What follows belongs to an exercise in optimizing a design on an open flow for small area, a short achievable clock period and few clock cycles; a production flow would make more cautious choices.
The RTL was checked by simulation tests, not by an equivalence proof against the original design.
Power figures rest on the tool's default switching activity, not on a simulated workload.

[flow/constraint.sdc]
create_clock -name core_clock -period 10.0 [get_ports {Clk}]
set_input_delay 2.0000 -clock core_clock [delete_from_list [all_inputs] [get_ports {Clk}]]
set_output_delay 2.0000 -clock core_clock [all_outputs]
set_load 0.01 [all_outputs]
[flow/design.v]
module GND (output G);
  assign G = 1'b0;
endmodule
module VCC (output P);
  assign P = 1'b1;
endmodule
module BUF (output O, input I);
  assign O = I;
endmodule
module INV (output O, input I);
  assign O = ~I;
endmodule
module AND2 (output O, input I0, input I1);
  assign O = I0 & I1;
endmodule
module AND2B1 (output O, input I0, input I1);
  assign O = ~I0 & I1;
endmodule
module AND3 (output O, input I0, input I1, input I2);
  assign O = I0 & I1 & I2;
endmodule
module AND3B1 (output O, input I0, input I1, input I2);
  assign O = ~I0 & I1 & I2;
endmodule
module AND3B2 (output O, input I0, input I1, input I2);
  assign O = ~I0 & ~I1 & I2;
endmodule
module AND4 (output O, input I0, input I1, input I2, input I3);
  assign O = I0 & I1 & I2 & I3;
endmodule
module AND4B1 (output O, input I0, input I1, input I2, input I3);
  assign O = ~I0 & I1 & I2 & I3;
endmodule
module AND4B2 (output O, input I0, input I1, input I2, input I3);
  assign O = ~I0 & ~I1 & I2 & I3;
endmodule
module AND4B3 (output O, input I0, input I1, input I2, input I3);
  assign O = ~I0 & ~I1 & ~I2 & I3;
endmodule
module OR2 (output O, input I0, input I1);
  assign O = I0 | I1;
endmodule
module OR2B1 (output O, input I0, input I1);
  assign O = ~I0 | I1;
endmodule
module OR3 (output O, input I0, input I1, input I2);
  assign O = I0 | I1 | I2;
endmodule
module OR4 (output O, input I0, input I1, input I2, input I3);
  assign O = I0 | I1 | I2 | I3;
endmodule
module NOR4 (output O, input I0, input I1, input I2, input I3);
  assign O = ~(I0 | I1 | I2 | I3);
endmodule
module XOR2 (output O, input I0, input I1);
  assign O = I0 ^ I1;
endmodule
module FDC (output reg Q, input C, input CLR, input D);
  always @(posedge C or posedge CLR)
    if (CLR) Q <= 1'b0;
    else     Q <= D;
endmodule
module FDCE (output reg Q, input C, input CE, input CLR, input D);
  always @(posedge C or posedge CLR)
    if (CLR)     Q <= 1'b0;
    else if (CE) Q <= D;
endmodule
module mux_3_1 ( Q, A, B, C, sel );
output  Q;
input  A, B, C;
input [1:0]  sel;
AND3B1  I2 ( .O(net10), .I2(B), .I1(sel[0]), .I0(sel[1]));
AND3B1  I1 ( .O(net11), .I2(C), .I1(sel[1]), .I0(sel[0]));
AND3B2  I3 ( .O(net12), .I2(A), .I1(sel[1]), .I0(sel[0]));
AND3  I0 ( .O(net13), .I2(sel[1]), .I1(sel[0]), .I0(C));
OR4  I4 ( .O(Q), .I3(net12), .I2(net10), .I1(net11), .I0(net13));
endmodule
module decoder_3_8 ( Q, En, F );
input  En;
output [0:7]  Q;
input [2:0]  F;
AND4B3  I4 ( .I0(F[2]), .I1(F[1]), .I2(F[0]), .I3(En), .O(Q[0]));
AND4B1  I1 ( .I0(F[0]), .I1(F[2]), .I2(F[1]), .I3(En), .O(Q[6]));
AND4B1  I2 ( .I0(F[1]), .I1(F[2]), .I2(F[0]), .I3(En), .O(Q[5]));
AND4B1  I7 ( .I0(F[2]), .I1(F[1]), .I2(F[0]), .I3(En), .O(Q[3]));
AND4  I0 ( .I0(F[2]), .I1(F[1]), .I2(F[0]), .I3(En), .O(Q[7]));
AND4B2  I3 ( .I0(F[1]), .I1(F[0]), .I2(F[2]), .I3(En), .O(Q[4]));
AND4B2  I5 ( .I0(F[2]), .I1(F[1]), .I2(F[0]), .I3(En), .O(Q[1]));
AND4B2  I6 ( .I0(F[2]), .I1(F[0]), .I2(F[1]), .I3(En), .O(Q[2]));
endmodule
module MU0_control ( Acc_En, Halted, IR_En, M, PC_En, Rd, Wr, X_sel,
     Y_sel, addr_sel, fetch, Clk, F, N, Reset, Z );
output  Acc_En, Halted, IR_En, PC_En, Rd, Wr, X_sel, Y_sel, addr_sel,
     fetch;
input  Clk, N, Reset, Z;
output [1:0]  M;
input [3:0]  F;
decoder_3_8 I2 ( .Q({lda, sta, add, sub, jmp, jge, jne, stp}), .En(addr_sel),
     .F(F[2:0]));
BUF  I10 ( .I(F[2]), .O(Y_sel));
BUF  I8 ( .I(stp), .O(Halted));
FDC  I0 ( .C(Clk), .CLR(Reset), .Q(addr_sel), .D(net110));
AND2  I12 ( .I0(net120), .I1(addr_sel), .O(M[0]));
AND2  I9 ( .I0(net103), .I1(addr_sel), .O(Acc_En));
AND2  I4 ( .I0(sta), .I1(addr_sel), .O(Wr));
INV  I3 ( .I(addr_sel), .O(X_sel));
INV  I11 ( .I(addr_sel), .O(IR_En));
INV  I5 ( .I(addr_sel), .O(fetch));
AND2B1  I15 ( .I0(Z), .I1(jne), .O(net123));
AND2B1  I17 ( .I0(N), .I1(jge), .O(net126));
OR4  I16 ( .I0(net123), .I1(net126), .I2(jmp), .I3(fetch), .O(PC_En));
OR2B1  I14 ( .I0(addr_sel), .I1(sub), .O(M[1]));
OR2B1  I1 ( .I0(addr_sel), .I1(stp), .O(net110));
OR2B1  I6 ( .I0(addr_sel), .I1(net103), .O(Rd));
OR2  I13 ( .I0(sub), .I1(add), .O(net120));
OR3  I7 ( .I0(add), .I1(sub), .I2(lda), .O(net103));
endmodule
module fulladder ( cout, s, a, b, cin );
output  cout, s;
input  a, b, cin;
XOR2  I5 ( .O(net5), .I1(b), .I0(a));
XOR2  I3 ( .O(s), .I1(cin), .I0(net5));
AND2  I7 ( .O(net4), .I1(cin), .I0(net5));
AND2  I6 ( .O(net6), .I1(b), .I0(a));
OR2  I8 ( .O(cout), .I1(net6), .I0(net4));
endmodule
module adder_4bit ( cout, s, a, b, cin );
output  cout;
input  cin;
output [3:0]  s;
input [3:0]  a;
input [3:0]  b;
fulladder I3 ( net2, s[1], a[1], b[1], net1);
fulladder I2 ( net1, s[0], a[0], b[0], cin);
fulladder I1 ( cout, s[3], a[3], b[3], net3);
fulladder I0 ( net3, s[2], a[2], b[2], net2);
endmodule
module adder_16bit ( cout, s, a, b, cin );
output  cout;
input  cin;
output [15:0]  s;
input [15:0]  b;
input [15:0]  a;
adder_4bit I3 ( cout, s[15:12], a[15:12], b[15:12], net3);
adder_4bit I2 ( net3, s[11:8], a[11:8], b[11:8], net2);
adder_4bit I1 ( net2, s[7:4], a[7:4], b[7:4], net1);
adder_4bit I0 ( net1, s[3:0], a[3:0], b[3:0], cin);
endmodule
module MU0_ALU ( Q, M, X, Y );
output [15:0]  Q;
input [15:0]  X;
input [15:0]  Y;
input [1:0]  M;
wire  [0:15]  net18;
wire  [0:15]  net9;
wire  [0:15]  net6;
wire  [0:15]  net15;
AND2B1  I3[15:0] ( .O(net9[0:15]), .I0(Y[15:0]), .I1(net12));
adder_16bit I8 ( net2, Q[15:0], net18[0:15], net6[0:15], M[1]);
OR2  I4[15:0] ( .O(net6[0:15]), .I0(net15[0:15]), .I1(net9[0:15]));
OR2  I5 ( .I0(M[1]), .I1(M[0]), .O(net3));
AND2  I1[15:0] ( .O(net18[0:15]), .I0(net3), .I1(X[15:0]));
AND2  I2[15:0] ( .O(net15[0:15]), .I0(net1), .I1(Y[15:0]));
AND2  I7 ( .I0(M[1]), .I1(M[0]), .O(net12));
INV  I6 ( .I(M[1]), .O(net1));
endmodule
module MU0_conditions ( N, Z, Acc );
output  N, Z;
input [15:0]  Acc;
OR4  I0 ( .I0(Acc[15]), .I1(Acc[14]), .I2(Acc[13]), .I3(Acc[12]),
     .O(net26));
OR4  I1 ( .I0(Acc[11]), .I1(Acc[10]), .I2(Acc[9]), .I3(Acc[8]),
     .O(net21));
OR4  I2 ( .I0(Acc[7]), .I1(Acc[6]), .I2(Acc[5]), .I3(Acc[4]),
     .O(net16));
OR4  I3 ( .I0(Acc[3]), .I1(Acc[2]), .I2(Acc[1]), .I3(Acc[0]),
     .O(net11));
BUF  I5 ( .I(Acc[15]), .O(N));
NOR4  I4 ( .I0(net26), .I1(net21), .I2(net16), .I3(net11), .O(Z));
endmodule
module mux_2to1_16bit ( output reg [15:0] q,
			input [15:0] a,
			input [15:0] b,
			input sel);
	always @ (*)			 
		begin
		if (sel) q[15:0]=a[15:0];  
		else  q[15:0]=b[15:0];  
		end
endmodule
module mux_2to1_12bit ( output reg [11:0] q,
			input [11:0] a,
			input [11:0] b,
			input sel );
		always @ (*)			 
				begin
				if (sel) q[11:0]=a[11:0];	 
				else  q[11:0]=b[11:0];		 
		end
endmodule
module MU0_datapath ( Acc, Addr, Dout, F, N, PC, Z, Acc_En, Clk, Din,
     IR_En, M, PC_En, Reset, X_sel, Y_sel, addr_sel );
output  N, Z;
input  Acc_En, Clk, IR_En, PC_En, Reset, X_sel, Y_sel, addr_sel;
output [15:0]  Dout;
output [3:0]  F;
output [11:0]  Addr;
output [15:0]  Acc;
output [15:0]  PC;
input [15:0]  Din;
input [1:0]  M;
wire  [15:0]  Y;
wire  [15:0]  ALU;
wire  [15:0]  IR;
BUF  I8[3:0] ( .O(F[3:0]), .I(IR[15:12]));
MU0_ALU I0 ( ALU[15:0], M[1:0], Dout[15:0], Y[15:0]);
MU0_conditions I7 ( N, Z, Acc[15:0]);
mux_2to1_16bit I13 ( Dout[15:0], PC[15:0], Acc[15:0], X_sel);
mux_2to1_16bit I12 ( Y[15:0], IR[15:0], Din[15:0], Y_sel);
GND  I11[3:0] ( .G(PC[15:12]));
mux_2to1_12bit I14 ( Addr[11:0], IR[11:0], PC[11:0], addr_sel);
FDCE  I16[15:0] ( .Q(Acc[15:0]), .C(Clk), .CE(Acc_En), .CLR(Reset),
     .D(ALU[15:0]));
FDCE  I15[11:0] ( .Q(PC[11:0]), .C(Clk), .CE(PC_En), .CLR(Reset),
     .D(ALU[11:0]));
FDCE  I17[15:0] ( .Q(IR[15:0]), .C(Clk), .CE(IR_En), .CLR(Reset),
     .D(Din[15:0]));
endmodule
module MU0 ( Addr, Dout, Halted, Rd, Wr, cc, fetch, regC, Clk, Din,
     Reset, srcC );
output  Halted, Rd, Wr, fetch;
input  Clk, Reset;
output [11:0]  Addr;
output [1:0]  cc;
output [15:0]  Dout;
output [15:0]  regC;
input [15:0]  Din;
input [1:0]  srcC;
wire  [15:0]  flags;
wire  [0:15]  net028;
wire  [0:1]  net34;
wire  [0:3]  net35;
wire  [0:15]  net027;
mux_3_1 I9[15:0] ( regC[15:0], net028[0:15], net027[0:15], flags[15:0],
     srcC[1:0]);
MU0_control Control1 ( net26, Halted, net25, net34[0:1], net24, Rd, Wr,
     net28, net27, net29, fetch, Clk, net35[0:3], cc[1], Reset, cc[0]);
MU0_datapath DataPath1 ( net028[0:15], Addr[11:0], Dout[15:0],
     net35[0:3], cc[1], net027[0:15], cc[0], net26, Clk, Din[15:0],
     net25, net34[0:1], net24, Reset, net28, net27, net29);
GND  I6[15:2] ( .G(flags[15:2]));
BUF  I8 ( .O(flags[0]), .I(cc[0]));
BUF  I7 ( .O(flags[1]), .I(cc[1]));
endmodule
[flow/config.mk]
export PLATFORM = sky130hd
export DESIGN_NAME = MU0
export DESIGN_NICKNAME = MU0
export VERILOG_FILES = /design/flow/design.v
export SDC_FILE = /design/flow/constraint.sdc
export NUM_CORES = 4
export LEC_CHECK = 0
export CAP_MARGIN = 20
export CORE_MARGIN = 2
export CORE_UTILIZATION = 40
export SLEW_MARGIN = 20
[flow/run.sh]
#!/bin/bash
# synth_recipe.tcl (not shown) runs the flow's synth.tcl, then flattens the netlist and writes it again
# the make line also repeats each setting of config.mk as NAME=value (left out here)
make -C /OpenROAD-flow-scripts/flow DESIGN_CONFIG=/design/flow/config.mk WORK_HOME=/design/flow/orfs CLKGATE_MAP_FILE= SYNTH_SCRIPT=/design/flow/synth_recipe.tcl finish
==> insert_results.sql, run 1 <==
INSERT INTO impl_metrics (metric_group, metric, value, unit) VALUES
('outcome', 'status', 'finished clean', ''),
('sta', 'slew_violations', '0', ''),
('sta', 'timing.max_slew.rel_slack', '43.67', '%'),
('clock_tree', 'cts-buffers-inserted', '5', ''),
('global_routing', 'grt_pass1_wl', '12900', 'um'),
('sta', 'finalSetupViolCount', '0', ''),
('logic_synthesis', 'yosysTopAreaCellShare', '34.70', '%'),
('logic_synthesis', 'post_synth_main_area_contributors', 'dfrtp_1 (35%), nand2_1 (12%), fa_1 (9.3%)', ''),
('global_routing', 'grt_max_degree', '52', ''),
('die', 'placeableCoreArea', '7807', 'um2'),
('place', 'dp.final_hpwl', '5850', 'um'),
('clock_tree', 'htreeDepth', '2', ''),
('sta', 'fin_setup_tns', '0', 'ns'),
('setup_path', 'required', '10.17', 'ns'),
('sta', 'setup_ws', '0.7147', 'ns'),
('logic_synthesis', 'syn_nets', '431', ''),
('setup_path', 'crit_path_end_kind', 'flip-flop', ''),
('cells_and_area', 'finalNetCount', '455', ''),
('sta', 'max_freq', '0.1077', 'GHz'),
('die', 'fp.dieW', '94.08', 'um'),
('die', 'num_io_pins', '70', ''),
('cells_and_area', 'drive_gt1_share', '6.413', '%'),
('cells_and_area', 'most-common-layout-cells', 'nand2_1 (102), clkdlybuf4s50_1 (69), dfrtp_1 (44)', ''),
('detailed_routing', 'drc_errors', '0', ''),
('cells_and_area', 'final_common_cell', 'nand2_1', ''),
('clock_tree', 'cts_tree', 'built', ''),
('place', 'dp_slack', '0.4219', 'ns'),
('die', 'die_h', '94.08', 'um'),
('logic_synthesis', 'synth-seq-cells', '45', ''),
('setup_path', 'element_type_at_the_critical_path_start', 'input port', ''),
('run', 'drv_cap', '0', ''),
('place', 'buffer_ports.inserted', '69', ''),
('setup_path', 'max_stage_delay', '0.45', 'ns'),
('logic_synthesis', 'netlist_instances', '396', ''),
('sta', 'post-route-min-period', '9.285', 'ns'),
('sta', 'grt_setup_unrepaired', 'false', ''),
('setup_path', 'slowest_library_cell_on_the_worst_path', 'clkdlybuf4s50_1', ''),
('detailed_routing', 'route.final.wire_length', '8009', 'um'),
('cells_and_area', 'n_antenna_cell', '0', ''),
('detailed_routing', 'drt.antenna.violating_nets', '0', ''),
('cells_and_area', 'area_growth_syn_to_layout', '17.73', '%'),
('power_and_ir_drop', 'power.leakage', '1.631', 'nW'),
('power_and_ir_drop', 'power_density', '415.7', 'nW/um2'),
('logic_synthesis', 'ys_warn_count', '44', ''),
('clock_tree', 'clock_latency', '0.29', 'ns'),
('clock_tree', 'clk_transition_reported_paths', '0.09', 'ns'),
('detailed_routing', 'dr_total_vias', '2605', ''),
('sta', 'post-route-period-util', '92.85', '%'),
('detailed_routing', 'drt-wirelength-per-cell', '15.31', 'um'),
('detailed_routing', 'drc_violation_total_after_the_first_tritonroute_iteration', '144', ''),
('clock_tree', 'postCtsHoldBufs', '0', ''),
('clock_tree', 'postCtsSetupRepairBufs', '0', ''),
('setup_path', 'timing.setup.critical_path_class', 'input port to flip-flop', ''),
('sta', 'max_slew.worst_pin.slew', '0.8450', 'ns'),
('logic_synthesis', 'netlist_area', '3246', 'um2'),
('setup_path', 'crit_path_cell_trace', 'clkdlybuf4s50_1 > inv_1 > xnor2_1 > o21ai_0 > nand2_1 > fa_1 > fa_1 > fa_1 > fa_1 > fa_1 > fa_1 > fa_1 > fa_1 > fa_1 > fa_1 > fa_1 > fa_1 > fa_1 > fa_1 > fa_1 > xnor2_2 > mux2i_1 > a21oi_1', ''),
('global_routing', 'grt-ovfl-total', '0', ''),
('logic_synthesis', 'proportion_of_synthesized_chip_area_in_sequential_cells', '34.70', '%'),
('clock_tree', 'postCtsResizedCells', '0', ''),
('setup_path', 'worst_ep_arrival_time', '9.46', 'ns'),
('setup_path', 'path_max_fanout', '2', ''),
('place', 'gpl_congestion', '0.8357', ''),
('power_and_ir_drop', 'ir_worst_vdd', '0.1730', 'mV'),
('global_routing', 'grt_util_all_layers', '18.92', '%'),
('die', 'rows', '32', ''),
('die', 'initial_core_util', '41.57', '%'),
('setup_path', 'crit_top_cell', 'fa_1', ''),
('logic_synthesis', 'avgSynthCellArea', '8.196', 'um2'),
('detailed_routing', 'via_cell_ratio', '4.981', ''),
('sta', 'final.setup_skew', '0.006089', 'ns'),
('clock_tree', 'cts_max_path_buffers', '2', ''),
('clock_tree', 'clock_tree.root_cell', 'clkbuf_8', ''),
('logic_synthesis', 'synth.lib_cells_used.distinct', '33', ''),
('worst_hold_path', 'min-delay-path-class', 'flip-flop to flip-flop', ''),
('detailed_routing', 'first_pass_iteration_count_of_the_detailed_router', '4', ''),
('clock_tree', 'cts.sink_count', '45', ''),
('global_routing', 'first_global_vias', '2501', ''),
('die', 'die_outline_area', '8850', 'um2'),
('sta', 'final_hold_violating_endpoints', '0', ''),
('global_routing', 'antenna_violations_before_repair', '0', ''),
('logic_synthesis', 'synth_top_area_cell', 'dfrtp_1', '');
[worst paths after layout]
path / from / to / slack, ns / cells past startpoint
max in group asynchronous: Reset / Control1.I0.Q / 7.41 / 3
min in group asynchronous: Reset / DataPath1.I16[12].Q / 2.16 / 3
max reg2reg: Control1.I0.Q / DataPath1.I16[15].Q / 1.85 / 22
min: DataPath1.I17[6].Q / DataPath1.I17[6].Q / 0.51 / 2
max: Din[0] / DataPath1.I16[15].Q / 0.71 / 23
min reg2reg: DataPath1.I17[6].Q / DataPath1.I17[6].Q / 0.51 / 2
[area by class of cell]
type                            count  area (um2)
Clock buffer                        7       76.32
Clock inverter                      1       7.507
Fill cell                         783        3986
Inverter                           18       67.56
Multi-Input combinational cell    276        1687
Sequential cell                    45        1127
Tap cell                          102       127.6
Timing Repair Buffer               74       728.2
[per-stage QoR]
| stage | power, W | cell area [um2] | utilization [%] | cells | hold WS (ns) |
|---|---|---|---|---|---|
| floorplan | 0.001157 | 3246 | - | 396 | 0.4684 |
| global placement | 0.001455 | 3737 | 47.87 | 515 | 0.4799 |
| detailed placement | 0.001478 | 3737 | 47.87 | 515 | 0.4924 |
| CTS | 0.001597 | 3821 | 48.94 | 523 | 0.5144 |
| global route | 0.001736 | 3821 | 48.94 | 523 | 0.5386 |
| finish | 0.001589 | 3821 | 48.94 | 523 | 0.5134 |
[power by group]
group,leakage [nW],switching [W],internal (W)
logic,1.07,0.000582,0.000499
registers,0.522,0.000111,0.000284
clock network,0.0385,0.0000637,0.0000496
[Yosys cell counts (all sizes together)]
| master | instances |
|---|---|
| a211o | 1 |
| a21oi | 29 |
| a31oi | 1 |
| a32o | 1 |
| and2 | 9 |
| and3 | 1 |
| and4 | 1 |
| buf | 43 |
| clkbuf | 14 |
| dfrtp | 45 |
| fa | 15 |
| inv | 18 |
| mux2 | 2 |
| mux2i | 13 |
| nand2 | 102 |
| nand2b | 1 |
| nand3 | 1 |
| nand4b | 1 |
| nor2 | 40 |
| nor2b | 1 |
| nor4 | 4 |
| o2111a | 1 |
| o211ai | 6 |
| o21ai | 29 |
| o221ai | 1 |
| o31ai | 1 |
| or3 | 1 |
| xnor2 | 14 |
[registers in the layout, indices dropped and copies added (netlist names)]
signal and count:
DataPath1.I15.Q 12, DataPath1.I16.Q 16, DataPath1.I17.Q 16, Control1.I0.Q 1
[routing by layer]
metal  share of wire [%]  global-route usage, %
met3                 5.3                  2.970
met1                  50                  29.81
met5                   0                      0
met4                 1.7                  5.918
met2                  43                  26.31
[cell families (layout without fill, tap and decap cells)]
group / count (synthesis) / count (layout) / synth area share (%)
and+or+nand+nor: 162 / 162 / 20.59
muxes: 15 / 15 / 4.703
AOI/OAI and AO/OA: 70 / 70 / 13.42
xor gates and xnor gates: 14 / 14 / 4.009
adders and majority gates: 15 / 15 / 9.252
DFF: 45 / 45 / 34.70
buffers and inverters: 75 / 100 / 13.34
[critical path: cells and delay by family]
family / cells / cell delay (ns)
and+or+nand+nor: 1 / 0.09
AOI/OAI and AO/OA: 2 / 0.24
xor gates and xnor gates: 2 / 0.32
muxes: 1 / 0.20
buffers and inverters: 2 / 0.50
adders and majority gates: 15 / 6.09
Testbench counts, summed over its fixed seeds: cycles 70,912.
==> inputs of run 2 (changes only) <==
==> flow/design.v (replaced) <==
module MU0 ( Addr, Dout, Halted, Rd, Wr, cc, fetch, regC, Clk, Din,
     Reset, srcC );
output  Halted, Rd, Wr, fetch;
input  Clk, Reset;
output [11:0]  Addr;
output [1:0]  cc;
output [15:0]  Dout;
output [15:0]  regC;
input [15:0]  Din;
input [1:0]  srcC;
reg  [15:0] acc;
reg  [11:0] pc;      
reg  [11:0] sa;      
reg  [1:0]  op;      
reg         st;      
reg         hlt;     
wire        N = acc[15];
wire        Z = ~|acc;
wire [11:0] pc_inc = pc + 12'd1;
wire        fc   = ~st & ~hlt;                   
wire [2:0]  f    = Din[14:12];
wire        stp  = &f;
wire        take = f[2] & ~f[0] & (~f[1] | ~Z) |    
               f[2] & ~f[1] & f[0] & ~N;            
wire        is_sta = ~op[1] & op[0];
wire [15:0] alu = (acc & {16{op[1]}}) + (Din ^ {16{op[0]}}) + {15'd0, op[0]};
always @(posedge Clk or posedge Reset)
  if (Reset) begin
    acc <= 16'd0;
    pc  <= 12'd0;
    st  <= 1'b0;
    hlt <= 1'b0;
  end else begin
    st  <= fc & ~f[2];
    hlt <= hlt | fc & stp;
    if (st & ~is_sta) acc <= alu;
    if (fc & ~stp) pc <= take ? Din[11:0] : pc_inc;
  end
always @(posedge Clk) begin
  sa <= Din[11:0];
  op <= Din[13:12];
end
assign Addr   = st ? sa : pc;
assign Dout   = acc;
assign Rd     = ~Reset & ~hlt & ~(st & is_sta);
assign fetch  = ~Reset & fc;
assign Wr     = st & is_sta;
assign Halted = hlt | ~Reset & fc & stp;
assign cc     = {N, Z};
assign regC   = srcC[1] ? {14'd0, N, Z} :
                srcC[0] ? {4'd0, pc_inc} : acc;
endmodule
--- a/flow/config.mk
+++ b/flow/config.mk
@@ -5,7 +5,9 @@
 export SDC_FILE = /design/flow/constraint.sdc
 export NUM_CORES = 4
 export LEC_CHECK = 0
+export ABC_AREA = 1
 export CAP_MARGIN = 20
 export CORE_MARGIN = 2
-export CORE_UTILIZATION = 40
+export CORE_UTILIZATION = 60
+export SETUP_SLACK_MARGIN = 5
 export SLEW_MARGIN = 20
==> run 2 against run 1 <==
Still clean. Clock skew rose by 0.0076 ns. Register-to-register slack improved by 5.8 ns. Total power fell by 69%. Maximum frequency up 86%. Sequential share of layout area is 5.7 points lower. Core utilization up 26 points. First-iteration DRC count increased by 50%. Combinational power is 85% lower. Global-route usage grew 13 points.
==> insert_results.sql, run 2 <==
INSERT INTO impl_metrics (metric_group, metric, value, unit) VALUES
('die', 'die_h', '80.95', 'um'),
('detailed_routing', 'drt.antenna.violating_nets', '0', ''),
('setup_path', 'required', '8.00', 'ns'),
('global_routing', 'grt_pass1_wl', '16130', 'um'),
('cells_and_area', 'n_antenna_cell', '0', ''),
('logic_synthesis', 'synth.lib_cells_used.distinct', '40', ''),
('detailed_routing', 'drc_violation_total_after_the_first_tritonroute_iteration', '216', ''),
('detailed_routing', 'drt-wirelength-per-cell', '15.57', 'um'),
('global_routing', 'grt-ovfl-total', '0', ''),
('cells_and_area', 'drive_gt1_share', '14.21', '%'),
('die', 'fp.dieW', '80.95', 'um'),
('setup_path', 'critical_path_buf_inv_count', '3', ''),
('sta', 'fin_setup_tns', '0', 'ns'),
('logic_synthesis', 'synth_top_area_cell', 'dfrtp_1', ''),
('sta', 'post-route-min-period', '5.003', 'ns'),
('cells_and_area', 'largest-register', 'acc', ''),
('cells_and_area', 'area_growth_syn_to_layout', '22.01', '%'),
('place', 'buffer_ports.inserted', '69', ''),
('power_and_ir_drop', 'p_sw', '0.0001690', 'W'),
('setup_path', 'critical_path.top_delay_family', 'buffers and inverters', ''),
('cells_and_area', 'final_design_area_no_fill', '4334', 'um2'),
('clock_tree', 'clk_transition_reported_paths', '0.08', 'ns'),
('global_routing', 'antenna_violations_before_repair', '0', ''),
('logic_synthesis', 'proportion_of_synthesized_chip_area_in_sequential_cells', '29.02', '%'),
('power_and_ir_drop', 'power.leakage', '2.205', 'nW'),
('place', 'gpl_congestion', '0.9205', ''),
('power_and_ir_drop', 'power.clock.fraction', '27.8', '%'),
('logic_synthesis', 'synth-edff-count', '0', ''),
('sta', 'post-route-period-util', '50.03', '%'),
('detailed_routing', 'drc_errors', '0', ''),
('clock_tree', 'postCtsHoldBufs', '0', ''),
('logic_synthesis', 'synth_top_family_by_area', 'simple AND/OR/NAND/NOR gates', ''),
('clock_tree', 'clock_tree.root_cell', 'clkbuf_8', ''),
('logic_synthesis', 'post-synth-top-count-cell', 'nand2_1', ''),
('die', 'die_outline_area', '6552', 'um2'),
('clock_tree', 'cts.sink_count', '44', ''),
('logic_synthesis', 'post_synth_and_or_nand_nor_area_fraction', '34.03', '%'),
('clock_tree', 'cts-buffers-inserted', '5', ''),
('sta', 'grt_setup_unrepaired', 'false', ''),
('detailed_routing', 'dr_total_vias', '3492', ''),
('setup_path', 'worst_ep_arrival_time', '3.00', 'ns'),
('sta', 'max_slew.worst_pin.slew', '0.9317', 'ns'),
('detailed_routing', 'via_cell_ratio', '5.473', ''),
('setup_path', 'max_stage_delay', '0.30', 'ns'),
('power_and_ir_drop', 'ir_worst_vdd', '0.08182', 'mV'),
('power_and_ir_drop', 'comb_power_share', '32.9', '%'),
('logic_synthesis', 'netlist_instances', '501', ''),
('logic_synthesis', 'synth_fa_ha_area_share', '5.847', '%'),
('detailed_routing', 'route.final.wire_length', '9933', 'um'),
('power_and_ir_drop', 'power.internal', '0.0003278', 'W'),
('clock_tree', 'htreeDepth', '2', ''),
('sta', 'max_freq', '0.1999', 'GHz'),
('logic_synthesis', 'synthXorXnorAreaFrac', '6.411', '%'),
('logic_synthesis', 'netlist_area', '3552', 'um2'),
('setup_path', 'crit_path_cell_trace', 'dlygate4sd2_1 > nor2_4 > inv_4 > o22ai_1 > clkdlybuf4s15_1', ''),
('logic_synthesis', 'synth.cells.most_frequent', 'nand2_1 (131), inv_1 (76), nand3_1 (33)', ''),
('sta', 'final_hold_violating_endpoints', '0', ''),
('cells_and_area', 'finalNetCount', '598', ''),
('global_routing', 'grt_util_all_layers', '32.20', '%'),
('die', 'num_io_pins', '70', ''),
('worst_hold_path', 'min-delay-path-class', 'flip-flop to flip-flop', ''),
('setup_path', 'timing.setup.critical_path_class', 'input port to output pin', ''),
('logic_synthesis', 'synth_top_flop_cell', 'dfrtp_1', ''),
('place', 'dp.final_hpwl', '7658', 'um'),
('logic_synthesis', 'synthMuxAreaShare', '0', '%'),
('logic_synthesis', 'avgSynthCellArea', '7.090', 'um2'),
('power_and_ir_drop', 'power.share.switching', '34.02', '%'),
('sta', 'final.setup_skew', '0.01367', 'ns'),
('die', 'placeableCoreArea', '5816', 'um2'),
('detailed_routing', 'first_pass_iteration_count_of_the_detailed_router', '5', ''),
('sta', 'finalSetupViolCount', '0', ''),
('cells_and_area', 'largest_reg_flops', '16', ''),
('logic_synthesis', 'synth-compound-area-share', '11.38', '%'),
('sta', 'slew_violations', '0', ''),
('logic_synthesis', 'ys_warn_count', '1', ''),
('setup_path', 'path_max_fanout', '15', ''),
('run', 'drv_cap', '0', ''),
('cells_and_area', 'instances_no_fill', '638', ''),
('setup_path', 'crit_path_end_kind', 'output pin', ''),
('sta', 'timing.max_slew.rel_slack', '37.88', '%'),
('die', 'rows', '28', ''),
('global_routing', 'grt_max_degree', '26', ''),
('cells_and_area', 'biggestRegsByFlops', 'acc x16, pc x12, sa x12', ''),
('logic_synthesis', 'synth-seq-cells', '44', ''),
('power_and_ir_drop', 'power_density', '114.6', 'nW/um2'),
('clock_tree', 'cts_tree', 'built', ''),
('place', 'placed_cells', '628', ''),
('logic_synthesis', 'post_synth_main_area_contributors', 'dfrtp_1 (21%), nand2_1 (14%), inv_1 (8.0%)', ''),
('setup_path', 'element_type_at_the_critical_path_start', 'input port', ''),
('logic_synthesis', 'syn_nets', '537', ''),
('power_and_ir_drop', 'seq_power_share', '39.4', '%'),
('global_routing', 'first_global_vias', '3432', ''),
('clock_tree', 'clock_latency', '0.30', 'ns'),
('setup_path', 'slowest_library_cell_on_the_worst_path', 'dlygate4sd2_1', ''),
('clock_tree', 'cts_max_path_buffers', '2', ''),
('cells_and_area', 'most-common-layout-cells', 'nand2_1 (130), inv_1 (74), clkdlybuf4s50_1 (45)', ''),
('cells_and_area', 'final_common_cell', 'nand2_1', ''),
('sta', 'worst_hold_slack', '0.5396', 'ns'),
('logic_synthesis', 'async_reset_ff_share', '68.18', '%'),
('outcome', 'status', 'finished clean', ''),
('place', 'post_dp_cell_area', '4205', 'um2'),
('logic_synthesis', 'yosysTopAreaCellShare', '21.13', '%'),
('die', 'initial_core_util', '61.08', '%');
[run 2: cells by family after synthesis]
logic type                 count (synthesis)
AOI/OAI and AO/OA                         66
adders and majority gates                 16
DFF                                       44
and+or+nand+nor                          243
xor gates and xnor gates                  26
buffers and inverters                    106
[run 2: path summary, 6_finish.rpt]
| check | startpoint | cells past startpoint | to | slack (ns) |
|---|---|---|---|---|
| max | srcC[0] | 5 | regC[2] | 5.00 |
| min | pc[11] | 2 | pc[11] | 0.54 |
| max reg2reg | st | 5 | acc[0] | 7.60 |
| min reg2reg | pc[11] | 2 | pc[11] | 0.54 |
| max in group asynchronous | Reset | 4 | acc[0] | 7.79 |
| min in group asynchronous | Reset | 3 | acc[14] | 2.01 |
[run 2: power by group through the flow]
stage / clock network (W) / logic, W / registers (W)
floorplan: 0 / 0.000106 / 0.000199
global placement: 0 / 0.000157 / 0.000199
detailed placement: 0 / 0.000161 / 0.000199
CTS: 0.000137 / 0.000162 / 0.000196
global route: 0.000146 / 0.000181 / 0.000197
finish: 0.000138 / 0.000163 / 0.000196
[run 2: layout make-up]
class / count / area (um2)
Multi-Input combinational cell: 351 / 2069
Fill cell: 498 / 1481
Sequential cell: 44 / 1031
Timing Repair Buffer: 73 / 703.2
Inverter: 87 / 329.1
Tap cell: 75 / 93.84
Clock buffer: 6 / 72.57
Clock inverter: 2 / 35.03
[run 2: per-layer routing]
metal  GRT usage, %  vias up  routed length (um)
li1               -     1717                   -
met1          38.91     1638                4136
met2          56.78      106                5019
met3          5.111       31                 488
met4          13.39        0                 288
met5              0        -                   0
[run 2: timing repair]
item                       CTS  global route
buffers inserted             1             0
setup endpoints to repair   19            12
gates resized for setup     43            21
gates cloned                 1             0
pin swaps                    1             0
[run 2: worst register-to-register path: stages, from the launching register on]
cell and delay [ns]:
dfrtp_1 0.77, inv_2 0.19, a21oi_2 0.73, inv_2 0.30, a21oi_1 0.20, o22ai_1 0.08
[run 2: stage by stage]
step | worst slack, ns | utilization, % | total power [W]
2_1_floorplan | 5.103 | - | 0.0003052
3_3_place_gp | 4.395 | 72.31 | 0.0003560
3_5_place_dp | 4.286 | 72.31 | 0.0003605
4_1_cts | 4.980 | 74.85 | 0.0004948
5_1_grt | 4.988 | 74.53 | 0.0005248
6_report | 4.997 | 74.53 | 0.0004969
Testbench counts of run 2, summed over its fixed seeds: cycles 63,547.
==> inputs of run 3 (changes only) <==
--- a/flow/config.mk
+++ b/flow/config.mk
@@ -5,9 +5,8 @@
 export SDC_FILE = /design/flow/constraint.sdc
 export NUM_CORES = 4
 export LEC_CHECK = 0
-export ABC_AREA = 1
 export CAP_MARGIN = 20
 export CORE_MARGIN = 2
-export CORE_UTILIZATION = 60
+export CORE_UTILIZATION = 40
 export SETUP_SLACK_MARGIN = 5
 export SLEW_MARGIN = 20
==> run 3 against run 2 <==
Area after synthesis shrank 10%. Critical path type unchanged. Maximum frequency grew 1.3%. Non-clock buffer count shrank 2. Hold slack lost 0.0045 ns. Setup slack gained 0.065 ns. Highest routed layer unchanged. Combinational power shrank 8%. Still clean. Flip-flop and latch count is the same. Largest power group unchanged.
==> insert_results.sql, run 3 <==
INSERT INTO impl_metrics (metric_group, metric, value, unit) VALUES
('cells_and_area', 'fill_cell_count', '757', ''),
('clock_tree', 'cts.sink_count', '44', ''),
('clock_tree', 'clock_tree.root_cell', 'clkbuf_8', ''),
('clock_tree', 'cts-buffers-inserted', '5', ''),
('place', 'dp_slack', '4.006', 'ns'),
('sta', 'grt_setup_unrepaired', 'false', ''),
('setup_path', 'path_max_fanout', '4', ''),
('cells_and_area', 'finalNetCount', '476', ''),
('run', 'drv_cap', '0', ''),
('detailed_routing', 'route.final.wire_length', '8783', 'um'),
('sta', 'max_freq', '0.2025', 'GHz'),
('die', 'die_h', '93.19', 'um'),
('setup_path', 'worst_ep_arrival_time', '2.94', 'ns'),
('detailed_routing', 'via_cell_ratio', '5.396', ''),
('logic_synthesis', 'post_synth_main_area_contributors', 'dfrtp_1 (24%), dfxtp_1 (8.8%), o21ai_0 (6.1%)', ''),
('sta', 'timing.max_slew.rel_slack', '31.27', '%'),
('detailed_routing', 'dr_total_vias', '2930', ''),
('logic_synthesis', 'synthXorXnorAreaFrac', '9.634', '%'),
('sta', 'final_hold_violating_endpoints', '0', ''),
('logic_synthesis', 'async_reset_ff_share', '68.18', '%'),
('logic_synthesis', 'synth_top_flop_cell', 'dfrtp_1', ''),
('die', 'initial_core_util', '41.18', '%'),
('setup_path', 'ff2ff_setup_slack', '6.70', 'ns'),
('setup_path', 'max_stage_delay', '0.46', 'ns'),
('worst_hold_path', 'min_path_cells', '1', ''),
('logic_synthesis', 'post-synth-top-count-cell', 'nand2_1', ''),
('cells_and_area', 'biggestRegsByFlops', 'acc x16, pc x12, sa x12', ''),
('outcome', 'status', 'finished clean', ''),
('cells_and_area', 'seqCellArea', '1031', 'um2'),
('cells_and_area', 'finalCoreUtilization', '51.85', '%'),
('clock_tree', 'htreeDepth', '2', ''),
('sta', 'max_slew.worst_pin.slew', '1.029', 'ns'),
('worst_hold_path', 'timing.hold.worst.start', 'pc[11]', ''),
('place', 'gpl_congestion', '0.8776', ''),
('place', 'buffer_ports.inserted', '69', ''),
('cells_and_area', 'area_growth_syn_to_layout', '25.91', '%'),
('setup_path', 'critical_path.top_delay_family', 'buffers and inverters', ''),
('setup_path', 'r2r_cells', '9', ''),
('global_routing', 'first_global_vias', '2834', ''),
('clock_tree', 'clk_transition_reported_paths', '0.09', 'ns'),
('setup_path', 'required', '8.00', 'ns'),
('place', 'placed_cells', '534', ''),
('global_routing', 'grt_pass1_wl', '14350', 'um'),
('clock_tree', 'clock_latency', '0.30', 'ns'),
('logic_synthesis', 'netlist_area', '3182', 'um2'),
('sta', 'post-route-min-period', '4.938', 'ns'),
('cells_and_area', 'n_antenna_cell', '0', ''),
('die', 'die_outline_area', '8684', 'um2'),
('logic_synthesis', 'synth-seq-cells', '44', ''),
('logic_synthesis', 'synth-compound-area-share', '22.57', '%'),
('die', 'rows', '32', ''),
('global_routing', 'grt_max_degree', '31', ''),
('die', 'num_io_pins', '70', ''),
('global_routing', 'grt-ovfl-total', '0', ''),
('detailed_routing', 'drc_errors', '0', ''),
('logic_synthesis', 'synth-edff-count', '0', ''),
('worst_hold_path', 'min-delay-path-class', 'flip-flop to flip-flop', ''),
('setup_path', 'timing.rr.end', 'acc[14]', ''),
('detailed_routing', 'drc_violation_total_after_the_first_tritonroute_iteration', '113', ''),
('sta', 'slew_violations', '0', ''),
('setup_path', 'crit-reg2reg-launch', 'op[0]', ''),
('logic_synthesis', 'avgSynthCellArea', '8.264', 'um2'),
('cells_and_area', 'multi_input_area', '1991', 'um2'),
('sta', 'fin_setup_tns', '0', 'ns'),
('logic_synthesis', 'synth_fa_ha_area_share', '6.528', '%'),
('power_and_ir_drop', 'power_density', '123.8', 'nW/um2'),
('worst_hold_path', 'whs_endpoint', 'pc[11]', ''),
('clock_tree', 'cts_tree', 'built', ''),
('global_routing', 'grt_util_all_layers', '20.92', '%'),
('cells_and_area', 'drive_gt1_share', '8.163', '%'),
('power_and_ir_drop', 'power.leakage', '1.761', 'nW'),
('cells_and_area', 'most-common-layout-cells', 'nand2_1 (45), clkdlybuf4s50_1 (45), o21ai_0 (39)', ''),
('clock_tree', 'cts_max_path_buffers', '2', ''),
('global_routing', 'antenna_violations_before_repair', '0', ''),
('logic_synthesis', 'yosysTopAreaCellShare', '23.59', '%'),
('cells_and_area', 'largest_reg_flops', '16', ''),
('die', 'fp.dieW', '93.19', 'um'),
('setup_path', 'slowest_library_cell_on_the_worst_path', 'clkdlybuf4s50_1', ''),
('logic_synthesis', 'post_synth_and_or_nand_nor_area_fraction', '20.88', '%'),
('logic_synthesis', 'synth_top_area_cell', 'dfrtp_1', ''),
('die', 'placeableCoreArea', '7727', 'um2'),
('logic_synthesis', 'synth.cells.most_frequent', 'nand2_1 (45), o21ai_0 (39), dfrtp_1 (30)', ''),
('logic_synthesis', 'syn_nets', '421', ''),
('detailed_routing', 'first_pass_iteration_count_of_the_detailed_router', '4', ''),
('setup_path', 'crit_path_end_kind', 'output pin', ''),
('sta', 'setup_ws', '5.062', 'ns'),
('logic_synthesis', 'ys_warn_count', '1', ''),
('logic_synthesis', 'synthMuxAreaShare', '2.399', '%'),
('sta', 'post-route-period-util', '49.38', '%'),
('setup_path', 'element_type_at_the_critical_path_start', 'input port', ''),
('sta', 'final.setup_skew', '0.009548', 'ns'),
('logic_synthesis', 'synth_top_family_by_area', 'compound AO/OA/AOI/OAI gates', ''),
('place', 'dp.final_hpwl', '6482', 'um'),
('logic_synthesis', 'synth.lib_cells_used.distinct', '55', ''),
('cells_and_area', 'largest-register', 'acc', ''),
('power_and_ir_drop', 'ir_worst_vdd', '0.05071', 'mV'),
('setup_path', 'crit_path_cell_trace', 'clkdlybuf4s50_1 > nor3_1 > clkdlybuf4s15_1', ''),
('detailed_routing', 'drt-wirelength-per-cell', '16.17', 'um'),
('cells_and_area', 'instances_no_fill', '543', ''),
('setup_path', 'critical_path_buf_inv_count', '2', ''),
('setup_path', 'timing.setup.critical_path_class', 'input port to output pin', ''),
('logic_synthesis', 'netlist_instances', '385', ''),
('sta', 'finalSetupViolCount', '0', ''),
('detailed_routing', 'drt.antenna.violating_nets', '0', ''),
('logic_synthesis', 'proportion_of_synthesized_chip_area_in_sequential_cells', '32.40', '%');
==> run 3: area by class of cell <==
| class | count | area share, % |
|---|---|---|
| multi-input combinational | 304 | 49.69 |
| sequential | 44 | 25.73 |
| timing repair buffer | 71 | 17.21 |
| tap | 102 | 3.186 |
| clock buffer | 5 | 1.718 |
| inverter | 14 | 1.312 |
| clock inverter | 3 | 1.156 |
==> run 3: worst register-to-register path: stages (launching register included) <==
cell      delay (ns)
dfxtp_1         1.01
xor2_1          0.25
fa_1            0.49
a21o_1          0.20
a21oi_1         0.22
o21bai_1        0.09
a21oi_1         0.27
o21a_1          0.25
nor3_1          0.07
or3b_1          0.34
==> run 3: metrics by stage <==
stage               cell area (um2)  power [W]  hold slack [ns]
global placement               3882  0.0003556           0.5099
floorplan                      3182  0.0003022           0.4647
CTS                            4004  0.0005009           0.5370
global route                   4006  0.0005241           0.5706
finish                         4006  0.0004960           0.5351
detailed placement             3882  0.0003576           0.5187
==> run 3: cell families after synthesis <==
group	Yosys count
AOI/OAI and AO/OA	110
and+or+nand+nor	136
adders and majority gates	16
muxes	7
xor gates and xnor gates	35
buffers and inverters	37
DFF	44
==> run 3: report_power, final <==
part,internal (W),switching [W]
registers,0.000187,0.0000151
logic,0.0000701,0.0000802
clock network,0.0000754,0.0000683
total,0.000332,0.000164
==> run 3: worst max-delay path by stage <==
stage,cells after the start,startpoint,end,slack (ns)
after global routing,3,Reset,Rd,5.00
after CTS,4,srcC[0],regC[6],4.93
final,3,Reset,Rd,5.06
after detailed placement,4,srcC[0],regC[6],4.01
after floorplan,4,srcC[0],regC[10],5.11
after global placement,4,srcC[0],regC[6],4.00
==> run 3: what timing repair did <==
| action | in CTS | in global routing |
|---|---|---|
| setup endpoints to repair | 19 | 5 |
| hold buffers | 0 | 0 |
| pin swaps | 1 | 1 |
| setup buffers | 1 | 0 |
| gates resized for setup | 41 | 8 |
==> run 3: routing by layer <==
metal,vias to the layer above,GRT usage [%],routed length [um]
li1,1473,-,-
met1,1392,28.74,4203
met2,59,34.06,4095
met3,6,4.593,406
met4,0,4.167,78
met5,-,0,0
==> inputs of run 4 (changes only) <==
--- a/flow/config.mk
+++ b/flow/config.mk
@@ -8,5 +8,4 @@
 export CAP_MARGIN = 20
 export CORE_MARGIN = 2
 export CORE_UTILIZATION = 40
-export SETUP_SLACK_MARGIN = 5
 export SLEW_MARGIN = 20
==> run 4 against run 3 <==
Still clean on timing, DRC and antenna. Setup slack got worse by 1.1 ns. Global-route usage barely moved. Synthesized cell count did not move. First-iteration DRC count fell by 4.4%. Die area did not move. Routed wire length fell by 0.23%.
==> insert_results.sql, run 4 <==
INSERT INTO impl_metrics (metric_group, metric, value, unit) VALUES
('outcome', 'status', 'finished clean', ''),
('logic_synthesis', 'synth_fa_ha_area_share', '6.528', '%'),
('cells_and_area', 'drive_gt1_share', '6.136', '%'),
('setup_path', 'crit_path_cell_trace', 'clkdlybuf4s50_1 > nor2_1 > a211oi_1 > clkdlybuf4s50_1', ''),
('detailed_routing', 'drt.antenna.violating_nets', '0', ''),
('detailed_routing', 'drt-wirelength-per-cell', '16.17', 'um'),
('power_and_ir_drop', 'power.leakage', '1.662', 'nW'),
('setup_path', 'critical_path.top_delay_family', 'buffers and inverters', ''),
('logic_synthesis', 'synth_top_family_by_area', 'compound AO/OA/AOI/OAI gates', ''),
('clock_tree', 'htreeDepth', '2', ''),
('clock_tree', 'cts_tree', 'built', ''),
('logic_synthesis', 'synth.lib_cells_used.distinct', '55', ''),
('sta', 'slew_violations', '0', ''),
('global_routing', 'antenna_violations_before_repair', '0', ''),
('setup_path', 'path_max_fanout', '23', ''),
('detailed_routing', 'first_pass_iteration_count_of_the_detailed_router', '4', ''),
('logic_synthesis', 'synth_top_area_cell', 'dfrtp_1', ''),
('logic_synthesis', 'post_synth_main_area_contributors', 'dfrtp_1 (24%), dfxtp_1 (8.8%), o21ai_0 (6.1%)', ''),
('logic_synthesis', 'synthXorXnorAreaFrac', '9.634', '%'),
('logic_synthesis', 'post-synth-top-count-cell', 'nand2_1', ''),
('logic_synthesis', 'synth-edff-count', '0', ''),
('detailed_routing', 'drc_errors', '0', ''),
('sta', 'final.setup_skew', '0.01024', 'ns');
## run 4: cell count changes in the layout (fill, tap and decap cells not counted), moves of 2 or more
cell | before | now
clkdlybuf4s50_1 | 45 | 69
dlygate4sd2_1 | 14 | 0
dlymetal6s2s_1 | 3 | 0
buf_4 | 3 | 1
clkdlybuf4s15_1 | 2 | 0
## run 4: layout make-up
class	count	area, um2
fillers	750	3730
flip-flops and latches	44	1031
multi-input cells	304	1973
clock inverters	3	46.29
inverters	14	52.55
repair buffers	70	698.2
clock buffers	5	68.82
well taps	102	127.6
## run 4: through the flow
| step | hold WS [ns] | cells | total power [W] |
|---|---|---|---|
| finish | 0.5352 | 542 | 0.0004986 |
| global route | 0.5706 | 542 | 0.0005264 |
| CTS | 0.5370 | 542 | 0.0005030 |
| detailed placement | 0.5187 | 534 | 0.0003576 |
| global placement | 0.5099 | 534 | 0.0003556 |
| floorplan | 0.4647 | 385 | 0.0003022 |
## run 4: logic make-up (layout without fill, tap and decap cells)
group	after synthesis	after routing
adders and majority gates	16	16
xor gates and xnor gates	35	35
and+or+nand+nor	136	136
muxes	7	7
AOI/OAI and AO/OA	110	110
DFF	44	44
buffers and inverters	37	92
## run 4: power breakdown
part / switching, W / leakage (nW) / total (W) / internal (W)
registers: 0.0000150 / 0.451 / 0.000202 / 0.000187
clock network: 0.0000690 / 0.0548 / 0.000144 / 0.0000754
logic: 0.0000797 / 1.16 / 0.000152 / 0.0000726
## run 4: path summary, 6_finish.rpt
path	startpoint	cells past startpoint	slack [ns]	endpoint
min in group asynchronous	Reset	3	2.17	hlt
max in group asynchronous	Reset	3	7.53	pc[6]
hold reg to reg	pc[11]	1	0.54	pc[11]
setup / recovery	srcC[0]	4	3.99	regC[8]
hold / removal	pc[11]	1	0.54	pc[11]
setup reg to reg	op[0]	9	6.68	acc[14]
## run 4: routing by layer
metal	vias up	wire length, um	global-route usage [%]
met5	-	0	0
met4	0	78	4.167
met3	6	453	4.512
met2	71	4122	34.12
met1	1403	4109	28.69
li1	1466	-	-

re-timing with driven ports:
Ports are ideal in the flow. The routed layouts listed here were re-timed in OpenROAD.
Step 1: set_driving_cell puts a clkbuf_16 on Clk and a buf_2 on each other input, an assumption about the parent block.
Step 2, shift: input delay + t, output delay - t, t = (earliest + latest rising clock arrival at the registers) / 2. This alone moves slack from input paths to output paths.
a / b / c = ideal ports / drivers / drivers and shift; a / b = the first two.
run | shift t [ns] | setup slack, ns | worst hold slack (ns)
run 1 | 0.321 | 0.715 / 0.723 / 0.402 | 0.513 / 0.513 / 0.513
run 2 | 0.329 | 4.997 / 4.972 / 4.972 | 0.540 / 0.540 / 0.540
run 3 | 0.329 | 5.062 / 5.038 / 5.038 | 0.535 / 0.535 / 0.535
run 4 | 0.330 | 3.985 / 3.956 / 3.956 | 0.535 / 0.535 / 0.535
After both steps setup and hold are still met in every run listed. The setup slack of run 1, which loses most, moves by +0.008 ns with the drivers and by -0.313 ns with both steps.
